Background: an optimization exercise with open tools, aiming at small area, a short achievable clock period and few clock cycles per item. Do not read the settings as production practice. At most, simulation tests tie the RTL to the original design; equivalence was not proved. Power is estimated from default activity; no workload was simulated.

## job 101
## MedianFilter
module MedianFilter(
    input reset,
    input enable,
    input CLK,
    input Nxt_block_sig,
    input [7:0]height,
    input [7:0]width,
    input [8:0]data,
    output [8:0]data_out,
    output [15:0]index,
    output [7:0]addr_x0,
    output [7:0]addr_y0,
    output [7:0]gdata,
    output Gvector_sig,
    output reg swmv
    );
For scale: roughly 1,100 cells after synthesis, about 150 flip-flops, ~10,000 µm² of cells after synthesis.
export LEC_CHECK = 0
export CAP_MARGIN = 20
export CORE_MARGIN = 2
export CORE_UTILIZATION = 40
export PLACE_DENSITY = 0.6
export SLEW_MARGIN = 20
create_clock -name core_clock -period 11.0 [get_ports {CLK}]
standard.sh (not shown) runs the stock make flow with config.mk's settings and CLKGATE_MAP_FILE= SYNTH_SCRIPT=/design/flow/synth_recipe.tcl, a recipe that flattens the netlist after the stock synthesis.
==> flow/flow/run.sh <==
#!/bin/bash
set -euo pipefail
bash standard.sh "BUFFER_PORTS_ARGS=-buffer_cell sky130_fd_sc_hd__buf_4" SETUP_SLACK_MARGIN=8 finish > standard_flow.log 2>&1
Job 101 has completed all stages; timing, DRC and antenna checks passed.
--- input diff job 101..job 105 ---
==> flow/flow/run.sh <==
#!/bin/bash
set -euo pipefail
bash standard.sh "BUFFER_PORTS_ARGS=-buffer_cell sky130_fd_sc_hd__buf_4" SETUP_SLACK_MARGIN=7 finish > standard_flow.log 2>&1
Worst voltage drop across the vdd grid ended up about 7% lower on job 105 than on job 101. When the final numbers for job 101 and job 105 were put side by side, the part of the cycle the worst path needs turned out to be smaller in job 101. Going from job 101 to job 105, worst-case hold slack shrinks by 8.6 ps. Re power: job 101 was higher than job 105. Changes observed in job 105 relative to job 101: global-route usage moved down; net count reported at finish went down; multi-input combinational cell area down 18%; final critical-path required period saw an increase; clock network power share +4.8 points. The wire length of the first global-routing pass in job 105 was lower than what job 101 gave. Job 101 ended up with sky130_fd_sc_hd__a2111o_1 as its worst-path cell with the longest stage delay; job 105 ended up with sky130_fd_sc_hd__dfrtp_2.
No run of this note included a check of the RTL's function; only the layout flow was run.

MedianFilter, a different RTL version from the one above (not shown whole).
For scale: roughly 1200 cells after synthesis, roughly 10000 um2 of cells after synthesis.
export LEC_CHECK = 0
export CAP_MARGIN = 20
export CORE_MARGIN = 2
export CORE_UTILIZATION = 60
export CTS_CLUSTER_DIAMETER = 100
export CTS_CLUSTER_SIZE = 40
export PLACE_DENSITY = 0.7
export SLEW_MARGIN = 20
export SYNTH_HIERARCHICAL = 1
export SYNTH_MINIMUM_KEEP_SIZE = 0
create_clock -name core_clock -period 11.0 [get_ports {CLK}]
==> flow/flow/run.sh <==
#!/bin/bash
set -euo pipefail
bash standard.sh "BUFFER_PORTS_ARGS=-buffer_cell sky130_fd_sc_hd__buf_4" SETUP_SLACK_MARGIN=7.4 finish > standard_flow.log 2>&1
Testbench counts at the start, summed over its fixed seeds: cycles 13,213, blocks 5,411.
Change:
==> flow/flow/run.sh (replaced) <==
#!/bin/bash
set -euo pipefail
bash standard.sh "BUFFER_PORTS_ARGS=-buffer_cell sky130_fd_sc_hd__buf_2" SETUP_SLACK_MARGIN=7.7 finish > standard_flow.log 2>&1
--- a/flow/config.mk
+++ b/flow/config.mk
@@ -9,4 +9,5 @@
 export CORE_MARGIN = 2
 export CORE_UTILIZATION = 60
+export CTS_BUF_LIST = sky130_fd_sc_hd__clkbuf_8
 export CTS_CLUSTER_DIAMETER = 100
 export CTS_CLUSTER_SIZE = 40
@@ -15,2 +16,3 @@
 export SYNTH_HIERARCHICAL = 1
 export SYNTH_MINIMUM_KEEP_SIZE = 0
+export TNS_END_PERCENT = 5
=> Die area does not change. Register-to-register slack gains 0.13 ns. Clock skew rose by 0.0063 ns. Power fell by 4.4%. Cell area fell by 2.1%. Via count rose by about 1.7%. Worst hold slack gains 0.0053 ns. Critical path depth stays the same. Clock-buffer cell count rose by 2. Combinational power hardly moves. Global-route usage fell by 0.27 points.
Change:
==> flow/flow/run.sh (replaced) <==
#!/bin/bash
set -euo pipefail
bash standard.sh "BUFFER_PORTS_ARGS=-buffer_cell sky130_fd_sc_hd__buf_1" SETUP_SLACK_MARGIN=7.4 finish > standard_flow.log 2>&1
--- a/flow/config.mk
+++ b/flow/config.mk
@@ -16,3 +16,2 @@
 export SYNTH_HIERARCHICAL = 1
 export SYNTH_MINIMUM_KEEP_SIZE = 0
-export TNS_END_PERCENT = 5
The new run produced a clean layout.
Wire length climbs by 0.77%.
Non-clock buffer count drops by 8.
Total power climbs by 1.2%.
Utilization drops by 0.99 points.
Setup slack is worse by 0.057 ns.
Sequential power stays flat.
Change:
==> flow/flow/run.sh (replaced) <==
#!/bin/bash
set -euo pipefail
bash standard.sh "BUFFER_PORTS_ARGS=-buffer_cell sky130_fd_sc_hd__buf_2" SETUP_SLACK_MARGIN=7.4 finish > standard_flow.log 2>&1
--- a/flow/config.mk
+++ b/flow/config.mk
@@ -8,9 +8,9 @@
 export CAP_MARGIN = 20
 export CORE_MARGIN = 2
-export CORE_UTILIZATION = 60
+export CORE_UTILIZATION = 75
 export CTS_BUF_LIST = sky130_fd_sc_hd__clkbuf_8
 export CTS_CLUSTER_DIAMETER = 100
 export CTS_CLUSTER_SIZE = 40
-export PLACE_DENSITY = 0.7
+export PLACE_DENSITY = 0.85
 export SLEW_MARGIN = 20
 export SYNTH_HIERARCHICAL = 1
Result:
- routed wire length came out higher by about 2.6%
- design area barely changes
- setup slack is worse by 0.038 ns
- utilization goes up by 17 points
- global-route usage is higher by 7.5 points
Change:
--- a/flow/config.mk
+++ b/flow/config.mk
@@ -8,9 +8,8 @@
 export CAP_MARGIN = 20
 export CORE_MARGIN = 2
-export CORE_UTILIZATION = 75
-export CTS_BUF_LIST = sky130_fd_sc_hd__clkbuf_8
+export CORE_UTILIZATION = 60
 export CTS_CLUSTER_DIAMETER = 100
 export CTS_CLUSTER_SIZE = 40
-export PLACE_DENSITY = 0.85
+export PLACE_DENSITY = 0.7
 export SLEW_MARGIN = 20
 export SYNTH_HIERARCHICAL = 1
What happened:
- The changed run passed the timing, design-rule and antenna checks
- final area came out higher slightly
- routed wire length decreases slightly
- synthesized cell count stays the same
- die area goes up by a quarter to a third
- global-route usage shrinks by 7.3 points
- hold slack gets worse by 0.027 ns
- register-to-register slack hardly moves
- first-iteration DRC count went down by roughly a tenth
- area after synthesis is unchanged
- power came out higher by a few percent
- cell count rose by a few percent
Change:
==> flow/flow/run.sh (replaced) <==
#!/bin/bash
set -euo pipefail
bash standard.sh "BUFFER_PORTS_ARGS=-buffer_cell sky130_fd_sc_hd__buf_4" SETUP_SLACK_MARGIN=7.4 finish > standard_flow.log 2>&1
--- a/flow/config.mk
+++ b/flow/config.mk
@@ -9,4 +9,5 @@
 export CORE_MARGIN = 2
 export CORE_UTILIZATION = 60
+export CTS_BUF_LIST = sky130_fd_sc_hd__clkbuf_8
 export CTS_CLUSTER_DIAMETER = 100
 export CTS_CLUSTER_SIZE = 40
=> Non-clock buffer count went up by 2. Sequential power stays flat. Clock power went down by 28%. Power went down by about 3%. Clock-buffer cell count went down by 6. Final area is about the same. Core utilization is about the same. Setup slack degrades by 0.022 ns. Die area stays the same.

## v6
Another version of the RTL of MedianFilter (not shown whole).
Size: about 1,200 cells after synthesis, ~80 I/O pins, roughly 0.011 mm2 of cells after synthesis.
clock: 11.0 ns
lec_check: 0
cap_margin: 20
core_margin: 2
core_utilization: 40
place_density: 0.6
slew_margin: 20
==> flow/flow/run.sh <==
#!/bin/bash
set -euo pipefail
bash standard.sh "BUFFER_PORTS_ARGS=-buffer_cell sky130_fd_sc_hd__buf_4" SETUP_SLACK_MARGIN=7.7 finish > standard_flow.log 2>&1
diff inputs: v6 => v7
==> flow/flow/run.sh <==
#!/bin/bash
set -euo pipefail
bash standard.sh "BUFFER_PORTS_ARGS=-buffer_cell sky130_fd_sc_hd__buf_4" SETUP_SLACK_MARGIN=7 finish > standard_flow.log 2>&1
--- outcome ---
Between v6 and v7, post-detailed-placement cell area decreased.
Post-route total power (v7 vs. v6) decreases by a few percent
v6 reports its slowest stage cell on the critical path as mux2_4 while v7 reports nor2_4.
In the flow results for v7 and v6, the final core area utilization is larger on v6.
Finished layout cell area sits lower in v7 than in v6.
The fraction of the mapped netlist area in compound gates of v6 and that of v7 are within noise of each other.
No run of this note included a check of the RTL's function; only the layout flow was run.

== rev 12 ==
RTL: one of the versions met above, not the one the previous note started from.
Size: ~1200 cells after synthesis, about 150 flip-flops, roughly 80 I/O pins, ~10000 µm² of cells after synthesis.
// MedianFilter
module MedianFilter(
    input reset,
    input enable,
    input CLK,
    input Nxt_block_sig,
    input [7:0]height,
    input [7:0]width,
    input [8:0]data,
    output [8:0]data_out,
    output [15:0]index,
    output [7:0]addr_x0,
    output [7:0]addr_y0,
    output [7:0]gdata,
    output Gvector_sig,
    output reg swmv
    );
localparam IDLE = 2'd0, PEND = 2'd1, NUL = 2'd2, PRES = 2'd3;
localparam MA = 2'd0, MQ = 2'd1, MP = 2'd2, MX = 2'd3;
localparam SUR = 4'd0, SU = 4'd1, SD = 4'd2, SUL = 4'd3, SDL = 4'd4, SDR = 4'd5,
           SPF1 = 4'd6, SPF2 = 4'd7, SFIN = 4'd8;
reg [1:0]  st;
reg        Gv;
reg        gvo;         
reg [1:0]  md;
reg [1:0]  pc;          
reg [3:0]  nsq;         
reg [7:0]  ox, oy;      
reg        xf, xl, yf, yl;    
reg        xla, yla, w1;      
reg [15:0] na;
reg [15:0] ix;
reg [7:0]  gd;
reg [8:0]  dreg;        
reg [8:0]  xb;          
reg        dv;          
reg        t1, td;      
  ...
==> flow/config.mk <==
export PLATFORM = sky130hd
export DESIGN_NAME = MedianFilter
export DESIGN_NICKNAME = MedianFilter
export VERILOG_FILES = /design/flow/design.v
export SDC_FILE = /design/flow/constraint.sdc
export NUM_CORES = 4
export LEC_CHECK = 0
export CAP_MARGIN = 20
export CORE_MARGIN = 2
export CORE_UTILIZATION = 60
export CTS_BUF_LIST = sky130_fd_sc_hd__clkbuf_8
export CTS_CLUSTER_DIAMETER = 100
export CTS_CLUSTER_SIZE = 40
export PLACE_DENSITY = 0.7
export SLEW_MARGIN = 20
export SYNTH_HIERARCHICAL = 1
export SYNTH_MINIMUM_KEEP_SIZE = 0
==> flow/constraint.sdc <==
create_clock -name core_clock -period 11.0 [get_ports {CLK}]
set_input_delay 2.2000 -clock core_clock [delete_from_list [all_inputs] [get_ports {CLK}]]
set_output_delay 2.2000 -clock core_clock [all_outputs]
set_load 0.01 [all_outputs]
==> flow/flow/run.sh <==
#!/bin/bash
set -euo pipefail
bash standard.sh "BUFFER_PORTS_ARGS=-buffer_cell sky130_fd_sc_hd__buf_2" SETUP_SLACK_MARGIN=7.4 finish > standard_flow.log 2>&1
In summary, rev 12 completed successfully, with a layout that passed the timing, design-rule and antenna checks.
Testbench counts of rev 12, summed over its fixed seeds: cycles 13,213, blocks 5,411.
Relative to rev 12, the following input files were edited for rev 13:
- CTS_BUF_LIST no longer set, was sky130_fd_sc_hd__clkbuf_8
==> flow/flow/run.sh <==
#!/bin/bash
set -euo pipefail
bash standard.sh "BUFFER_PORTS_ARGS=-buffer_cell sky130_fd_sc_hd__buf_4" SETUP_SLACK_MARGIN=7.8 finish > standard_flow.log 2>&1
Findings:
- Higher switching power of the nets was reported by rev 13, not rev 12.
- Going from rev 12 to rev 13, final area now larger, total power draw moved up.

-- re-timing with driven ports --
In the flow no input, the clock included, has a driving cell. The finished layouts below were timed again as built, in two steps. Step 1: set_driving_cell puts a clkbuf_16 on CLK and a buf_2 on each other input, an assumption about the parent block. Step 2, shift: input delay + t, output delay - t, t = (earliest + latest rising clock arrival at the registers) / 2. This alone moves slack from input paths to output paths. Slacks: ideal ports / drivers / drivers and shift; pairs: ideal ports / drivers.
| run | t (ns) | setup slack, ns | slew at the worst register clock pin (ns) | worst slew at a driven data input, ns |
|---|---|---|---|---|
| job 101 | 0.477 | 7.636 / 7.636 / 7.541 | 0.07 / 0.07 | 0.06 |
| job 105 | 0.481 | 7.234 / 7.234 / 7.044 | 0.07 / 0.07 | 0.04 |
| the first run of note 2 | 0.467 | 7.502 / 7.455 / 7.057 | 0.07 / 0.07 | 0.04 |
| the second run of note 2 | 0.490 | 7.575 / 7.533 / 7.119 | 0.09 / 0.09 | 0.04 |
| the third run of note 2 | 0.507 | 7.519 / 7.479 / 7.016 | 0.09 / 0.09 | 0.05 |
| the fourth run of note 2 | 0.500 | 7.481 / 7.490 / 6.990 | 0.09 / 0.09 | 0.05 |
| the fifth run of note 2 | 0.469 | 7.471 / 7.424 / 7.074 | 0.06 / 0.06 | 0.04 |
| the sixth run of note 2 | 0.494 | 7.449 / 7.410 / 7.059 | 0.09 / 0.09 | 0.05 |
| v6 | 0.475 | 7.178 / 7.144 / 6.670 | 0.07 / 0.07 | 0.08 |
| v7 | 0.473 | 7.082 / 7.038 / 6.565 | 0.07 / 0.07 | 0.09 |
| rev 12 | 0.484 | 7.477 / 7.435 / 7.046 | 0.09 / 0.09 | 0.04 |
| rev 13 | 0.475 | 7.650 / 7.602 / 7.317 | 0.07 / 0.07 | 0.07 |
After both steps setup and hold are still met in every run listed. For v7, which loses most, drivers alone change the setup slack by -0.044 ns; drivers and shift together by -0.517 ns.
